This design comes from an exercise in tuning for small area and a short achievable clock period on the open sky130 flow, not from production work. Function was not checked in any run shown here: the RTL went through the layout flow alone. Power is estimated from default activity; no workload was simulated.

===== flow/config.mk =====
export PLATFORM = sky130hd
export DESIGN_NAME = vga_controller
export DESIGN_NICKNAME = vga_controller
export VERILOG_FILES = /design/flow/design.v
export SDC_FILE = /design/flow/constraint.sdc
export NUM_CORES = 4
export LEC_CHECK = 0
export CAP_MARGIN = 20
export CORE_MARGIN = 2
export CORE_UTILIZATION = 60
export SETUP_SLACK_MARGIN = 5
export SLEW_MARGIN = 20
export SYNTH_HIERARCHICAL = 1
export SYNTH_MINIMUM_KEEP_SIZE = 0

===== flow/constraint.sdc =====
create_clock -name core_clock -period 10.0 [get_ports {clk_148MHz}]
set_input_delay 2.0000 -clock core_clock [delete_from_list [all_inputs] [get_ports {clk_148MHz}]]
set_output_delay 2.0000 -clock core_clock [all_outputs]
set_load 0.01 [all_outputs]

===== flow/design.v =====
`timescale 1ns / 1ps
module vga_prefix #(parameter W = 11) (
    input  [W-1:0] x,
    output [W-1:0] ones,
    output [W-1:0] zeros
);
    genvar i;
    assign ones[0] = 1'b1;
    assign zeros[0] = 1'b1;
    generate
        for (i = 1; i < W; i = i + 1) begin : g
            assign ones[i]  = &x[i-1:0];
            assign zeros[i] = ~|x[i-1:0];
        end
    endgenerate
endmodule
module vga_count (
    input  [11:0] h,
    input  [10:0] v,
    input  [10:0] y,
    output        h_end,
    output        v_end,
    output [11:0] h_n,
    output [10:0] v_n,
    output [10:0] yv,        
    output [10:0] yh         
);
    assign h_end = h[11] & h[7] & h[4] & h[3];              
    assign v_end = v[10] & v[6] & v[5] & v[2] & v[0];       
    wire [11:0] h_inc = h + 12'd1;
    assign h_n = h_inc & ~({12{h_end}} & 12'b100010011001);
    wire [10:0] v_inc = v + 11'd1;
    assign v_n = h_end ? (v_inc & ~({11{v_end}} & 11'b10001100110)) : v;
    assign yv  = h_end ? y + 11'd1 : y;
    assign yh  = v_n - 11'd541;
endmodule
module vga_circle (
    input  [10:0] h,
    input  [10:0] v,
    input  [10:0] ch,
    input  [10:0] y,
    output [2:0]  c_circ
);
    function lt7;
        input [6:0] a, b;
        integer i;
        reg r;
        begin
            r = 1'b0;
            for (i = 0; i < 7; i = i + 1)
                r = (~a[i] & b[i]) | (~(a[i] & ~b[i]) & r);
            lt7 = r;
        end
    endfunction
    wire [11:0] s = {1'b0, h} + ~{1'b0, ch};
    wire [6:0]  mx = s[6:0] ^ {7{s[11]}};          
    wire        nearx = (s[11:7] == 5'b00000) | (s[11:7] == 5'b11111);
    wire [9:0]  my = y[9:0] ^ {10{y[10]}};         
    reg  [6:0]  wtab;
    always @* begin
        case ({y[10], my[6:0]})
            8'd0  : wtab = 7'd99;
            8'd1  : wtab = 7'd99;
            8'd2  : wtab = 7'd99;
            8'd3  : wtab = 7'd99;
            8'd4  : wtab = 7'd99;
            8'd5  : wtab = 7'd99;
            8'd6  : wtab = 7'd99;
            8'd7  : wtab = 7'd99;
            8'd8  : wtab = 7'd99;
            8'd9  : wtab = 7'd99;
            8'd10 : wtab = 7'd99;
            8'd11 : wtab = 7'd99;
            8'd12 : wtab = 7'd99;
            8'd13 : wtab = 7'd99;
            8'd14 : wtab = 7'd98;
            8'd15 : wtab = 7'd98;
            8'd16 : wtab = 7'd98;
            8'd17 : wtab = 7'd98;
            8'd18 : wtab = 7'd98;
            8'd19 : wtab = 7'd97;
            8'd20 : wtab = 7'd97;
            8'd21 : wtab = 7'd97;
            8'd22 : wtab = 7'd97;
            8'd23 : wtab = 7'd97;
            8'd24 : wtab = 7'd96;
            8'd25 : wtab = 7'd96;
            8'd26 : wtab = 7'd96;
            8'd27 : wtab = 7'd96;
            8'd28 : wtab = 7'd95;
            8'd29 : wtab = 7'd95;
            8'd30 : wtab = 7'd95;
            8'd31 : wtab = 7'd94;
            8'd32 : wtab = 7'd94;
            8'd33 : wtab = 7'd94;
            8'd34 : wtab = 7'd93;
            8'd35 : wtab = 7'd93;
            8'd36 : wtab = 7'd92;
            8'd37 : wtab = 7'd92;
            8'd38 : wtab = 7'd92;
            8'd39 : wtab = 7'd91;
            8'd40 : wtab = 7'd91;
            8'd41 : wtab = 7'd90;
            8'd42 : wtab = 7'd90;
            8'd43 : wtab = 7'd89;
            8'd44 : wtab = 7'd89;
            8'd45 : wtab = 7'd88;
            8'd46 : wtab = 7'd88;
            8'd47 : wtab = 7'd87;
            8'd48 : wtab = 7'd87;
            8'd49 : wtab = 7'd86;
            8'd50 : wtab = 7'd86;
            8'd51 : wtab = 7'd85;
            8'd52 : wtab = 7'd84;
            8'd53 : wtab = 7'd84;
            8'd54 : wtab = 7'd83;
            8'd55 : wtab = 7'd82;
            8'd56 : wtab = 7'd82;
            8'd57 : wtab = 7'd81;
            8'd58 : wtab = 7'd80;
            8'd59 : wtab = 7'd80;
            8'd60 : wtab = 7'd79;
            8'd61 : wtab = 7'd78;
            8'd62 : wtab = 7'd77;
            8'd63 : wtab = 7'd76;
            8'd64 : wtab = 7'd75;
            8'd65 : wtab = 7'd75;
            8'd66 : wtab = 7'd74;
            8'd67 : wtab = 7'd73;
            8'd68 : wtab = 7'd72;
            8'd69 : wtab = 7'd71;
            8'd70 : wtab = 7'd70;
            8'd71 : wtab = 7'd69;
            8'd72 : wtab = 7'd68;
            8'd73 : wtab = 7'd67;
            8'd74 : wtab = 7'd66;
            8'd75 : wtab = 7'd64;
            8'd76 : wtab = 7'd63;
            8'd77 : wtab = 7'd62;
            8'd78 : wtab = 7'd61;
            8'd79 : wtab = 7'd60;
            8'd80 : wtab = 7'd58;
            8'd81 : wtab = 7'd57;
            8'd82 : wtab = 7'd55;
            8'd83 : wtab = 7'd54;
            8'd84 : wtab = 7'd52;
            8'd85 : wtab = 7'd51;
            8'd86 : wtab = 7'd49;
            8'd87 : wtab = 7'd47;
            8'd88 : wtab = 7'd45;
            8'd89 : wtab = 7'd43;
            8'd90 : wtab = 7'd41;
            8'd91 : wtab = 7'd39;
            8'd92 : wtab = 7'd36;
            8'd93 : wtab = 7'd34;
            8'd94 : wtab = 7'd31;
            8'd95 : wtab = 7'd28;
            8'd96 : wtab = 7'd24;
            8'd97 : wtab = 7'd19;
            8'd98 : wtab = 7'd14;
            8'd99 : wtab = 7'd0;
            8'd128: wtab = 7'd100;
            8'd129: wtab = 7'd99;
            8'd130: wtab = 7'd99;
            8'd131: wtab = 7'd99;
            8'd132: wtab = 7'd99;
            8'd133: wtab = 7'd99;
            8'd134: wtab = 7'd99;
            8'd135: wtab = 7'd99;
            8'd136: wtab = 7'd99;
            8'd137: wtab = 7'd99;
            8'd138: wtab = 7'd99;
            8'd139: wtab = 7'd99;
            8'd140: wtab = 7'd99;
            8'd141: wtab = 7'd99;
            8'd142: wtab = 7'd99;
            8'd143: wtab = 7'd98;
            8'd144: wtab = 7'd98;
            8'd145: wtab = 7'd98;
            8'd146: wtab = 7'd98;
            8'd147: wtab = 7'd98;
            8'd148: wtab = 7'd97;
            8'd149: wtab = 7'd97;
            8'd150: wtab = 7'd97;
            8'd151: wtab = 7'd97;
            8'd152: wtab = 7'd97;
            8'd153: wtab = 7'd96;
            8'd154: wtab = 7'd96;
            8'd155: wtab = 7'd96;
            8'd156: wtab = 7'd96;
            8'd157: wtab = 7'd95;
            8'd158: wtab = 7'd95;
            8'd159: wtab = 7'd95;
            8'd160: wtab = 7'd94;
            8'd161: wtab = 7'd94;
            8'd162: wtab = 7'd94;
            8'd163: wtab = 7'd93;
            8'd164: wtab = 7'd93;
            8'd165: wtab = 7'd92;
            8'd166: wtab = 7'd92;
            8'd167: wtab = 7'd92;
            8'd168: wtab = 7'd91;
            8'd169: wtab = 7'd91;
            8'd170: wtab = 7'd90;
            8'd171: wtab = 7'd90;
            8'd172: wtab = 7'd89;
            8'd173: wtab = 7'd89;
            8'd174: wtab = 7'd88;
            8'd175: wtab = 7'd88;
            8'd176: wtab = 7'd87;
            8'd177: wtab = 7'd87;
            8'd178: wtab = 7'd86;
            8'd179: wtab = 7'd86;
            8'd180: wtab = 7'd85;
            8'd181: wtab = 7'd84;
            8'd182: wtab = 7'd84;
            8'd183: wtab = 7'd83;
            8'd184: wtab = 7'd82;
            8'd185: wtab = 7'd82;
            8'd186: wtab = 7'd81;
            8'd187: wtab = 7'd80;
            8'd188: wtab = 7'd80;
            8'd189: wtab = 7'd79;
            8'd190: wtab = 7'd78;
            8'd191: wtab = 7'd77;
            8'd192: wtab = 7'd76;
            8'd193: wtab = 7'd75;
            8'd194: wtab = 7'd75;
            8'd195: wtab = 7'd74;
            8'd196: wtab = 7'd73;
            8'd197: wtab = 7'd72;
            8'd198: wtab = 7'd71;
            8'd199: wtab = 7'd70;
            8'd200: wtab = 7'd69;
            8'd201: wtab = 7'd68;
            8'd202: wtab = 7'd67;
            8'd203: wtab = 7'd66;
            8'd204: wtab = 7'd64;
            8'd205: wtab = 7'd63;
            8'd206: wtab = 7'd62;
            8'd207: wtab = 7'd61;
            8'd208: wtab = 7'd60;
            8'd209: wtab = 7'd58;
            8'd210: wtab = 7'd57;
            8'd211: wtab = 7'd55;
            8'd212: wtab = 7'd54;
            8'd213: wtab = 7'd52;
            8'd214: wtab = 7'd51;
            8'd215: wtab = 7'd49;
            8'd216: wtab = 7'd47;
            8'd217: wtab = 7'd45;
            8'd218: wtab = 7'd43;
            8'd219: wtab = 7'd41;
            8'd220: wtab = 7'd39;
            8'd221: wtab = 7'd36;
            8'd222: wtab = 7'd34;
            8'd223: wtab = 7'd31;
            8'd224: wtab = 7'd28;
            8'd225: wtab = 7'd24;
            8'd226: wtab = 7'd19;
            8'd227: wtab = 7'd14;
            8'd228: wtab = 7'd0;
            default: wtab = 7'bx;
        endcase
    end
    wire neary = (my[9:7] == 3'd0) & (y[10] ? lt7(my[6:0], 7'd101) : lt7(my[6:0], 7'd100));
    wire cmpx  = s[11] ? ~lt7(wtab, mx) : lt7(mx, wtab);
    wire in_circ = nearx & neary & cmpx;
    wire left3  = s[11] & ~lt7(mx, 7'd35);         
    wire right3 = ~s[11] & ~lt7(mx, 7'd31);        
    wire bar = (h >= 11'd1400) & (h <= 11'd1600) & ((v <= 11'd600) | (v >= 11'd850));
    assign c_circ = in_circ ? (left3 ? 3'b001 : right3 ? 3'b100 : 3'b110) :
                    bar ? 3'b011 : 3'b111;
endmodule
module vga_controller(
    input clk_148MHz,
    input reset,
    input [11:0] sw,
    input btnU,
    input btnD,
    input btnR,
    input btnL,
    output reg hsync,
    output reg vsync,
    output reg video_on,
    output reg [11:0] h_count_reg,
    output [11:0] v_count_reg,
    output [3:0] vgaRed,
    output [3:0] vgaGreen,
    output [3:0] vgaBlue
);
    reg [10:0] v;           
    reg [9:0]  lfsr;        
    reg [10:0] ch;          
    reg [9:0]  cv;          
    reg [10:0] y;           
    reg        r3, g3, b3;
    wire [11:0] h = h_count_reg;
    assign v_count_reg = {1'b0, v};
    wire        h_end, v_end;
    wire [11:0] h_n;
    wire [10:0] v_n, yv, yh;
    vga_count cnt (.h(h), .v(v), .y(y), .h_end(h_end), .v_end(v_end), .h_n(h_n), .v_n(v_n),
                   .yv(yv), .yh(yh));
    wire f_end = h_end & v_end;
    wire [10:0] ch_1, ch_0, y_1, y_0;
    wire [9:0]  cv_1, cv_0;
    vga_prefix #(11) chp (.x(ch), .ones(ch_1), .zeros(ch_0));
    vga_prefix #(10) cvp (.x(cv), .ones(cv_1), .zeros(cv_0));
    vga_prefix #(11) yp  (.x(yv), .ones(y_1), .zeros(y_0));
    wire [2:0] c_circ;
    vga_circle circ (.h(h[10:0]), .v(v), .ch(ch), .y(y), .c_circ(c_circ));
    wire move = (lfsr == 10'b0101100100);
    wire ch_lo  = (ch <= 11'd100);
    wire ch_hi  = (ch >= 11'd1820);
    wire ch_bar = (ch >= 11'd1300) & (ch <= 11'd1700);
    wire cv_lo  = (cv <= 10'd100);
    wire cv_hi  = (cv >= 10'd980);
    wire cv_gap = (cv >= 10'd701) & (cv <= 10'd749);
    wire coll = ch_lo | ch_hi | cv_lo | cv_hi | (ch_bar & ~cv_gap);
    wire go_home = sw[2] & coll;
    wire step    = sw[2] & ~coll & move;
    wire up      = step & btnU;              
    wire down    = step & ~btnU & btnD;      
    wire left    = step & btnL;
    wire right   = step & ~btnL & btnR;
    wire [9:0]  cv_n = go_home ? 10'd540 : cv ^ (({10{down}} & cv_1) | ({10{up}} & cv_0));
    wire [10:0] ch_n = go_home ? 11'd960 : ch ^ (({11{right}} & ch_1) | ({11{left}} & ch_0));
    wire [10:0] y_st = yv ^ (({11{up}} & y_1) | ({11{down}} & y_0));
    wire [10:0] y_n  = go_home ? yh : f_end ? ~{1'b0, cv_n} : y_st;
    always @(posedge clk_148MHz or posedge reset) begin
        if (reset) begin
            h_count_reg <= 12'd0;
            v <= 11'd0;
        end else begin
            h_count_reg <= h_n;
            v <= v_n;
        end
    end
    always @(posedge clk_148MHz or posedge reset) begin
        if (reset)
            lfsr <= 10'd0;
        else if (sw[2]) begin
            if (move)
                lfsr <= 10'd0;
            else
                lfsr <= {lfsr[8:0], ~(lfsr[9] ^ lfsr[6])};
        end
    end
    always @(posedge clk_148MHz or posedge reset) begin
        if (reset) begin
            ch <= 11'd960;
            cv <= 10'd540;
            y  <= 11'd1507;             
        end else begin
            ch <= ch_n;
            cv <= cv_n;
            y  <= y_n;
        end
    end
    always @(posedge clk_148MHz or posedge reset) begin
        if (reset) begin
            hsync    <= 1'b0;
            vsync    <= 1'b0;
            video_on <= 1'b1;
        end else begin
            hsync    <= (h >= 12'd2007) & (h <= 12'd2051);
            vsync    <= h_end ? ((v >= 11'd1083) & (v <= 11'd1088)) : vsync;
            video_on <= ((h < 12'd1919) | h_end) & (h_end ? ((v < 11'd1079) | v_end) : (v < 11'd1080));
        end
    end
    localparam [2:0] C_BLACK  = 3'b000,
                     C_BLUE   = 3'b001,
                     C_YELLOW = 3'b110,
                     C_RED    = 3'b100,
                     C_BAR    = 3'b011,
                     C_WHITE  = 3'b111,
                     C_PURPLE = 3'b101;
    wire [2:0] c_band_h = (h < 12'd640) ? C_BLUE : (h < 12'd1280) ? C_YELLOW : C_RED;
    wire [2:0] c_band_v = (v < 11'd360) ? C_BLACK : (v < 11'd720) ? C_RED : C_YELLOW;
    reg [2:0] col_n;
    always @* begin
        if (!video_on)
            col_n = C_BLACK;
        else if (sw[0])
            col_n = c_band_h;
        else if (sw[1])
            col_n = c_band_v;
        else if (sw[2])
            col_n = c_circ;
        else
            col_n = C_PURPLE;
    end
    always @(posedge clk_148MHz or posedge reset) begin
        if (reset)
            {r3, g3, b3} <= 3'b000;
        else
            {r3, g3, b3} <= col_n;
    end
    wire r2 = r3 | (g3 & b3);
    wire g2 = r3 & g3;
    wire g1 = r3 & b3;
    wire b1 = b3 & ~(r3 ^ g3);
    wire b0 = b3 & (~r3 | g3);
    assign vgaRed   = {r3, r2, r2, r3};
    assign vgaGreen = {g3, g2, g1, g1};
    assign vgaBlue  = {b3, b3, b1, b0};
endmodule

===== flow/run.sh =====
#!/bin/bash
# synth_recipe.tcl (not shown) runs the flow's synth.tcl, then flattens the netlist and writes it again
# the make line also repeats each setting of config.mk as NAME=value (left out here)
make -C /OpenROAD-flow-scripts/flow DESIGN_CONFIG=/design/flow/config.mk WORK_HOME=/design/flow/orfs CLKGATE_MAP_FILE= SYNTH_SCRIPT=/design/flow/synth_recipe.tcl finish

==> results of run 1 <==
## cell usage in the layout (no fill, tap or decap), types with 30 or more instances in the layout
cell type        synthesis  final
a21oi_1                 37     37
a22oi_1                 30     30
clkdlybuf4s50_1          0     46
dfrtp_1                 55     53
inv_1                   56     55
nand2_1                 95     95
nor2_1                  87     87
nor3_1                  33     33
xnor2_1                 46     46
xor2_1                  44     43
## cells by family (layout without fill, tap and decap cells)
kind of cell	Yosys count	after routing
AO/OA/AOI/OAI	307	307
XOR/XNOR	90	90
adder cells (fa/ha/maj)	26	26
buffers and inverters	151	134
flip-flops	71	71
multiplexers	31	31
other	4	7
AND/OR/NAND/NOR	402	402
## per-stage QoR
stage	power, mW	cells	cell area (µm²)	util, %
final	1.429	1252	9439	65.19
after global routing	1.506	1252	9439	65.19
after CTS	1.415	1251	9417	65.04
after detailed placement	1.073	1233	9054	62.53
after global placement	1.068	1233	9054	62.53
after floorplan	0.9386	1085	8882	-
## repair_timing
action	CTS	global route
setup buffers	2	1
endpoints found under the setup margin	3	13
pin swaps	1	1
gates resized for setup	11	2
## area by class of cell
type	instances	area (µm²)
clock buffers	12	266.5
fillers	1273	5040
clock inverters	4	28.78
flip-flops and latches	71	1803
repair buffers	58	558.0
inverters	60	225.2
well taps	184	230.2
multi-input cells	863	6327
## where the power goes
group	leakage [nW]	internal, mW	total (mW)	switching, mW
Sequential	0.891	0.338	0.434	0.0965
Combinational	2.61	0.274	0.680	0.406
Clock	0.141	0.188	0.315	0.127
Total	3.64	0.800	1.43	0.629
## worst min path at each step
stage	startpoint	to
2_1_floorplan	lfsr[8]	lfsr[8]
3_3_place_gp	lfsr[3]	lfsr[4]
3_5_place_dp	lfsr[8]	lfsr[8]
4_1_cts	lfsr[8]	lfsr[8]
5_1_grt	video_on	b3
6_report	lfsr[0]	lfsr[1]
## Yosys stat by module (local to each module, per instance), excerpt
module	flops+latches	copies in the design	cells inside	area, µm²
vga_controller	71	1	380	4105
vga_circle	0	1	471	3276
vga_count	0	1	139	923.4
## synthesized netlist by cell type (22+ instances only)
| cell type | number |
|---|---|
| inv_1 | 56 |
| mux2i_1 | 23 |
| nor3_1 | 33 |
| nor2b_1 | 22 |
| nor2_1 | 87 |
| dfrtp_1 | 55 |
| o21ai_0 | 29 |
| clkbuf_1 | 23 |
| nand3_1 | 26 |
| xnor2_1 | 46 |
| xor2_1 | 44 |
| ha_1 | 25 |
| a22oi_1 | 30 |
| nand2_1 | 95 |
| buf_4 | 26 |
| a21oi_1 | 37 |
## per-layer routing
metal | global-route usage, % | up-vias | wire, µm
li1 | - | 3939 | -
met1 | 44.39 | 3950 | 11070
met2 | 46.65 | 331 | 11040
met3 | 5.349 | 57 | 1558
met4 | 11.57 | 0 | 724
met5 | 0 | - | 0
## worst reg2reg max path: stages, from the launching register on
cell and delay [ps]:
dfstp_4 720, buf_6 250, nor2b_1 100, or2_2 390, ha_2 460, inv_1 160
a222oi_1 430, o221ai_1 200, o41ai_2 80, buf_4 200, a21boi_2 60, a2111oi_2 380
o311ai_1 170, nor3_2 340, mux2_4 340, nor3b_1 200, a311oi_1 80, a21oi_1 140
nor2b_1 50
==> results.sh, run 1 <==
export IMPL_fp_dieArea_um2=15770
export IMPL_initial_core_util_pct=61.27
export IMPL_fmax_mhz=206.4
export IMPL_syn_instance_count=1082
export IMPL_ioPinCount=57
export IMPL_synth_top_family_by_area="compound AO/OA/AOI/OAI gates"
export IMPL_htree_levels=3
export IMPL_ant_nets=0
export IMPL_fp_row_count=44
export IMPL_endpoint="r3"
export IMPL_yosysSeqAreaShare_pct=20.25
export IMPL_pre_cts_ws_ps=4451
export IMPL_cp_arrival_ps=5080
export IMPL_drtIter0Drc=1020
export IMPL_path_common_cell="nor2b_1"
export IMPL_coreArea_um2=14480
export IMPL_cap_violations=0
export IMPL_antenna_found_initial=0
export IMPL_critPathBufInv=3
export IMPL_grt_pass1_wl_um=40110
export IMPL_synth_top_area_share_pct=15.51
export IMPL_synthMuxAreaShare_pct=3.653
export IMPL_tns_ps=0
export IMPL_cp_max_fo=25
export IMPL_clkSinkCount=71
export IMPL_die_w_um=125.6
export IMPL_dr_pass1_iters=6
export IMPL_avgSynthCellArea_um2=8.199
export IMPL_hold_violations=0
export IMPL_ys_warnings_count=8
export IMPL_clkLatencyLatePin_ps=340
export IMPL_r2r_cells=18
export IMPL_min_period_over_period_pct=48.45
export IMPL_r2r_start="y[10]"
export IMPL_yosys_area_top_type="dfrtp_1"
export IMPL_drive_gt1_share_pct=12.55
export IMPL_rsz0062_at_grt="yes"
export IMPL_startpoint="y[10]"
export IMPL_synth_xor_area_share_pct=8.886
export IMPL_synth_edf_count=0
export IMPL_worst_path_largest_cell_delay_ps=720
export IMPL_final_setup_viol_count=0
export IMPL_hold_class="reg -> reg"
export IMPL_grt_overflow=0
export IMPL_layout_min_cycle_time_ps=4845
export IMPL_p_leak_nw=3.641
export IMPL_die_h_um=125.6
export IMPL_power_density_nw_per_um2=151.4
export IMPL_reg2reg_slack_ps=5160
export IMPL_synth_compound_area_share_pct=29.01
export IMPL_start_kind="flip-flop"
export IMPL_required_ps=10230
export IMPL_hold_path_cell_count=1
export IMPL_grt_use_total_pct=30.93
export IMPL_crit_path_end_kind="flip-flop"
export IMPL_grt_max_degree=72
export IMPL_cts_hold_buf=0
export IMPL_synth_area_leaders="dfrtp_1 16%, dfstp_2 4.7%, xnor2_1 4.5%"
export IMPL_wl_per_cell_um=19.48
export IMPL_synth_adder_area_share_pct=3.752
export IMPL_gp_congestion=0.9270
export IMPL_dp_hpwl_um=16670
export IMPL_n_antenna_cell=0
export IMPL_timing_worst_setup_path_type="reg -> reg"
export IMPL_synth_ff_type="dfrtp_1"
export IMPL_cts_buffers=9
export IMPL_drcViolationCount=0
export IMPL_slew_violations=0
export IMPL_path_cells="buf_6 -> nor2b_1 -> or2_2 -> ha_2 -> inv_1 -> a222oi_1 -> o221ai_1 -> o41ai_2 -> buf_4 -> a21boi_2 -> a2111oi_2 -> o311ai_1 -> nor3_2 -> mux2_4 -> nor3b_1 -> a311oi_1 -> a21oi_1 -> nor2b_1"
export IMPL_whs_ps=535.0
export IMPL_crit_cells=18
export IMPL_layout_nets=1107
export IMPL_vias_per_cell=6.611
export IMPL_largest_register_ff_count=12
export IMPL_syn2layout_area_growth_pct=6.403
export IMPL_cts_root_buf="clkbuf_16"
export IMPL_cts_path_max_buffers=2
export IMPL_synth_seq_cells=71
export IMPL_worstMarginPinSlew_ps=935.9
export IMPL_maxSlewHeadroom_pct=37.61
export IMPL_worstReg2RegEnd="r3"
export IMPL_status="no timing/DRC/antenna violations"
export IMPL_grt_pass1_vias=7640
export IMPL_yosys_area_share_simple_pct=24.80
export IMPL_drt_wl_total_um=24380
export IMPL_portBuffers=46
export IMPL_async_flop_share_pct=100.0
export IMPL_fin_ws_ps=5155
export IMPL_cts_tree="built"
export IMPL_clkTransAtPathRegs_ps=60
export IMPL_vdd_drop_max_mv=0.1489
export IMPL_finClkSkew_ps=5.907
export IMPL_synth_cell_type_count=109
export IMPL_critical_path_top_delay_family="compound AO/OA/AOI/OAI gates"
export IMPL_syn_area_um2=8871
export IMPL_vias=8277
export IMPL_crit_path_top_delay_cell="dfstp_4"
==> inputs of run 2 (changes only) <==
==> flow/flow/run.sh (new file) <==
#!/bin/bash
# Standard ORFS layout with a tighter timing-repair target (the SDC is unchanged).
bash standard.sh SETUP_SLACK_MARGIN=6.5 finish > standard_run.log 2>&1
==> flow/standard.sh (new file) <==
#!/bin/bash
# synth_recipe.tcl (not shown) runs the flow's synth.tcl, then flattens the netlist and writes it again
# the make line also repeats each setting of config.mk as NAME=value (left out here)
make -C /OpenROAD-flow-scripts/flow DESIGN_CONFIG=/design/flow/config.mk WORK_HOME=/design/flow/orfs CLKGATE_MAP_FILE= SYNTH_SCRIPT=/design/flow/synth_recipe.tcl "${@:-finish}"
removed: flow/run.sh
==> run 2 against run 1 <==
Sequential share of layout area is 1.8 points lower. Synthesized cell count unchanged. Wire length is 8.8% higher. Global-route usage up 1.5 points. Critical path depth up 1. Design area grew 12%. Worst hold slack worse by 5.0 ps. Combinational power grew 34%. Flip-flop and latch count is the same. Critical path type unchanged. Highest routed layer unchanged.
==> results.sh, run 2 <==
export IMPL_ys_warnings_count=8
export IMPL_grt_use_total_pct=32.38
export IMPL_fp_row_count=44
export IMPL_start_kind="flip-flop"
export IMPL_initial_core_util_pct=61.27
export IMPL_synth_ff_type="dfrtp_1"
export IMPL_drtIter0Drc=1048
export IMPL_cts_buffers=9
export IMPL_n_antenna_cell=0
export IMPL_n_fill_cell=1138
export IMPL_synth_area_leaders="dfrtp_1 16%, dfstp_2 4.7%, xnor2_1 4.5%"
export IMPL_avgSynthCellArea_um2=8.199
export IMPL_synthMostInstantiatedCell="nand2_1"
export IMPL_crit_path_end_kind="flip-flop"
export IMPL_status="no timing/DRC/antenna violations"
export IMPL_cts_root_buf="clkbuf_16"
export IMPL_cap_violations=0
export IMPL_ioPinCount=57
export IMPL_syn2layout_area_growth_pct=19.58
export IMPL_final_common_cell="nand2_1"
export IMPL_reg2reg_slack_ps=5810
export IMPL_fin_util_pct=73.26
export IMPL_coreArea_um2=14480
export IMPL_cts_path_max_buffers=2
export IMPL_power_density_nw_per_um2=159.7
export IMPL_grt_max_degree=72
export IMPL_vias_per_cell=6.653
export IMPL_synth_common_cells="95 x nand2_1, 87 x nor2_1, 56 x inv_1"
export IMPL_rsz0062_at_grt="yes"
export IMPL_htree_levels=3
export IMPL_dp_hpwl_um=16620
export IMPL_hold_violations=0
export IMPL_yosysSeqAreaShare_pct=20.25
export IMPL_synth_top_area_share_pct=15.51
export IMPL_maxSlewHeadroom_pct=37.04
export IMPL_startpoint="y[10]"
export IMPL_hold_class="reg -> reg"
export IMPL_r2r_start="y[10]"
export IMPL_power_switching_mw=0.7252
export IMPL_clkLatencyLatePin_ps=340
export IMPL_met2_usage_pct=50.59
export IMPL_p_int_mw=0.9688
export IMPL_die_w_um=125.6
export IMPL_p_leak_nw=4.219
export IMPL_timing_worst_setup_path_type="reg -> reg"
export IMPL_synth_seq_cells=71
export IMPL_layout_common_cells="90 x nand2_1, 86 x nor2_1, 53 x buf_4"
export IMPL_layout_nets=1169
export IMPL_antenna_found_initial=0
export IMPL_endpoint="r3"
export IMPL_yosys_area_top_type="dfrtp_1"
export IMPL_grt_use_met3_pct=6.205
export IMPL_worstMarginPinSlew_ps=944.4
export IMPL_p_clk_share_pct=20.3
export IMPL_syn_instance_count=1082
export IMPL_drt_wl_total_um=26520
export IMPL_wl_per_cell_um=20.18
export IMPL_vdd_drop_max_mv=0.1423
export IMPL_finClkSkew_ps=5.579
export IMPL_use_met1_pct=45.10
export IMPL_tns_ps=0
export IMPL_final_setup_viol_count=0
export IMPL_synth_edf_count=0
export IMPL_layout_min_cycle_time_ps=4191
export IMPL_grt_overflow=0
export IMPL_cts_tree="built"
export IMPL_async_flop_share_pct=100.0
export IMPL_vias=8742
export IMPL_grt_pass1_vias=7804
export IMPL_largest_register_ff_count=12
export IMPL_die_h_um=125.6
export IMPL_comb_power_share_pct=53.9
export IMPL_seqPwrFrac_pct=25.8
export IMPL_drive_gt1_share_pct=23.63
export IMPL_syn_area_um2=8871
export IMPL_slew_violations=0
export IMPL_cts_hold_buf=0
export IMPL_fmax_mhz=238.6
export IMPL_ant_nets=0
export IMPL_min_period_over_period_pct=41.91
export IMPL_fp_dieArea_um2=15770
export IMPL_required_ps=10220
export IMPL_dr_pass1_iters=6
export IMPL_p_sw_share_pct=42.81
export IMPL_cp_max_fo=6
export IMPL_r2r_cells=19
export IMPL_cp_arrival_ps=4410
export IMPL_drcViolationCount=0
export IMPL_synth_cell_type_count=109
export IMPL_gp_congestion=0.9240
export IMPL_grt_busiest_layer="met2"
export IMPL_worstReg2RegEnd="r3"
export IMPL_clkTransAtPathRegs_ps=60
export IMPL_clkSinkCount=71
export IMPL_portBuffers=46
export IMPL_grt_pass1_wl_um=42030
run 2: cell counts after synthesis:
Identical to the previous run, type by type.
run 2: critical path, stage by stage (launching register included):
cell,delay [ps]
dfstp_2,560
buf_12,130
nor2b_4,40
or2_4,290
inv_4,100
ha_1,350
inv_1,130
a222oi_1,360
a21oi_1,160
o21bai_2,240
nand2_1,130
a2111oi_4,380
o311ai_1,140
nor3_2,180
buf_4,170
mux2_4,300
nor3b_2,150
a311oi_1,60
a21oi_1,140
nor2b_1,80
run 2: per-layer routing:
layer  wire length (µm)  share of wire [%]  up-vias
met5                  0                  0        -
met4                845                3.2        0
met2              12380                 47      395
met3               1991                7.5       72
met1              11300                 43     4201
li1                   -                  -     4074
run 2: what timing repair did:
action | in CTS | in global routing
buffers inserted | 28 | 29
pin swaps | 28 | 40
resized for setup | 65 | 69
cloned | 2 | 5
endpoints found under the hold margin | 0 | 0
setup endpoints to repair | 50 | 40
run 2: kinds of logic (layout without fill, tap and decap cells):
logic type	count (synthesis)	in the layout	synth area share, %
AOI/OAI and AO/OA	307	307	29.01
muxes	31	31	3.653
DFF	71	71	20.25
xor gates and xnor gates	90	90	8.886
buffers and inverters	151	196	9.478
adders and majority gates	26	26	3.752
other	4	7	0.1692
and+or+nand+nor	402	402	24.80
run 2: per-stage QoR:
stage	cells	setup WS [ps]	power, mW	cell area, µm²	hold slack, ps
after floorplan	1085	6025	0.9708	9006	494.1
after global placement	1234	4863	1.102	9156	513.7
after detailed placement	1234	4896	1.105	9156	520.0
after CTS	1280	5933	1.581	9993	534.4
after global routing	1314	5578	1.774	10610	544.1
final	1314	5809	1.694	10610	530.0
run 2: worst min-delay path by stage:
stage             from      end  slack, ps  depth (start not counted)
6_report         vsync    vsync        530                          2
5_1_grt        lfsr[1]  lfsr[1]        540                          1
4_1_cts        lfsr[1]  lfsr[1]        530                          1
3_5_place_dp   lfsr[0]  lfsr[0]        520                          1
3_3_place_gp     vsync    vsync        510                          2
2_1_floorplan  lfsr[8]  lfsr[8]        490                          1
run 2: Yosys stat by module (local to each module, per instance), excerpt:
module | flops+latches | cells inside
vga_circle | 0 | 471
vga_count | 0 | 139
vga_controller | 71 | 380
run 2: area by class of cell:
class | instances | area, µm² | area share (%)
Tap cell | 184 | 230.2 | 2.170
Inverter | 60 | 244.0 | 2.300
Multi-Input combinational cell | 863 | 6723 | 63.38
Timing Repair inverter | 1 | 8.758 | 0.08257
Sequential cell | 71 | 1839 | 17.34
Clock inverter | 4 | 51.30 | 0.4836
Timing Repair Buffer | 119 | 1245 | 11.74
Clock buffer | 12 | 266.5 | 2.512
run 2: power groups by stage:
stage               Combinational [mW]  Sequential (mW)  Clock [mW]
floorplan                        0.595            0.375           0
global placement                 0.663            0.439           0
detailed placement               0.665            0.440           0
CTS                              0.807            0.427       0.347
global route                     0.968            0.445       0.361
finish                           0.913            0.437       0.344

[what the ideal ports hide]
Ports are ideal in the flow. The routed layouts listed here were re-timed in OpenROAD.
Step 1 sets driving cells, clkbuf_16 on the clock port and buf_2 on the other inputs (assumed; they add their load-dependent delay and slew).
Step 2 times the ports against the registers' clock, not the clock port: input delays grow and output delays shrink by t, the midpoint of the rising clock arrivals with the driver on.
Three values: no drivers, after step 1, after step 2; two values: the first two.
run | t (ns) | setup WS [ns] | worst hold slack (ns) | worst setup path after step 2
run 1 | 0.380 | 5.155 / 5.155 / 4.983 | 0.535 / 0.535 / 0.535 | input to register
run 2 | 0.387 | 5.809 / 5.809 / 5.809 | 0.530 / 0.530 / 0.530 | register to register
After both steps setup and hold are still met in every run listed. The setup slack of run 1, which loses most, moves by 0.000 ns with the drivers and by -0.172 ns with both steps.
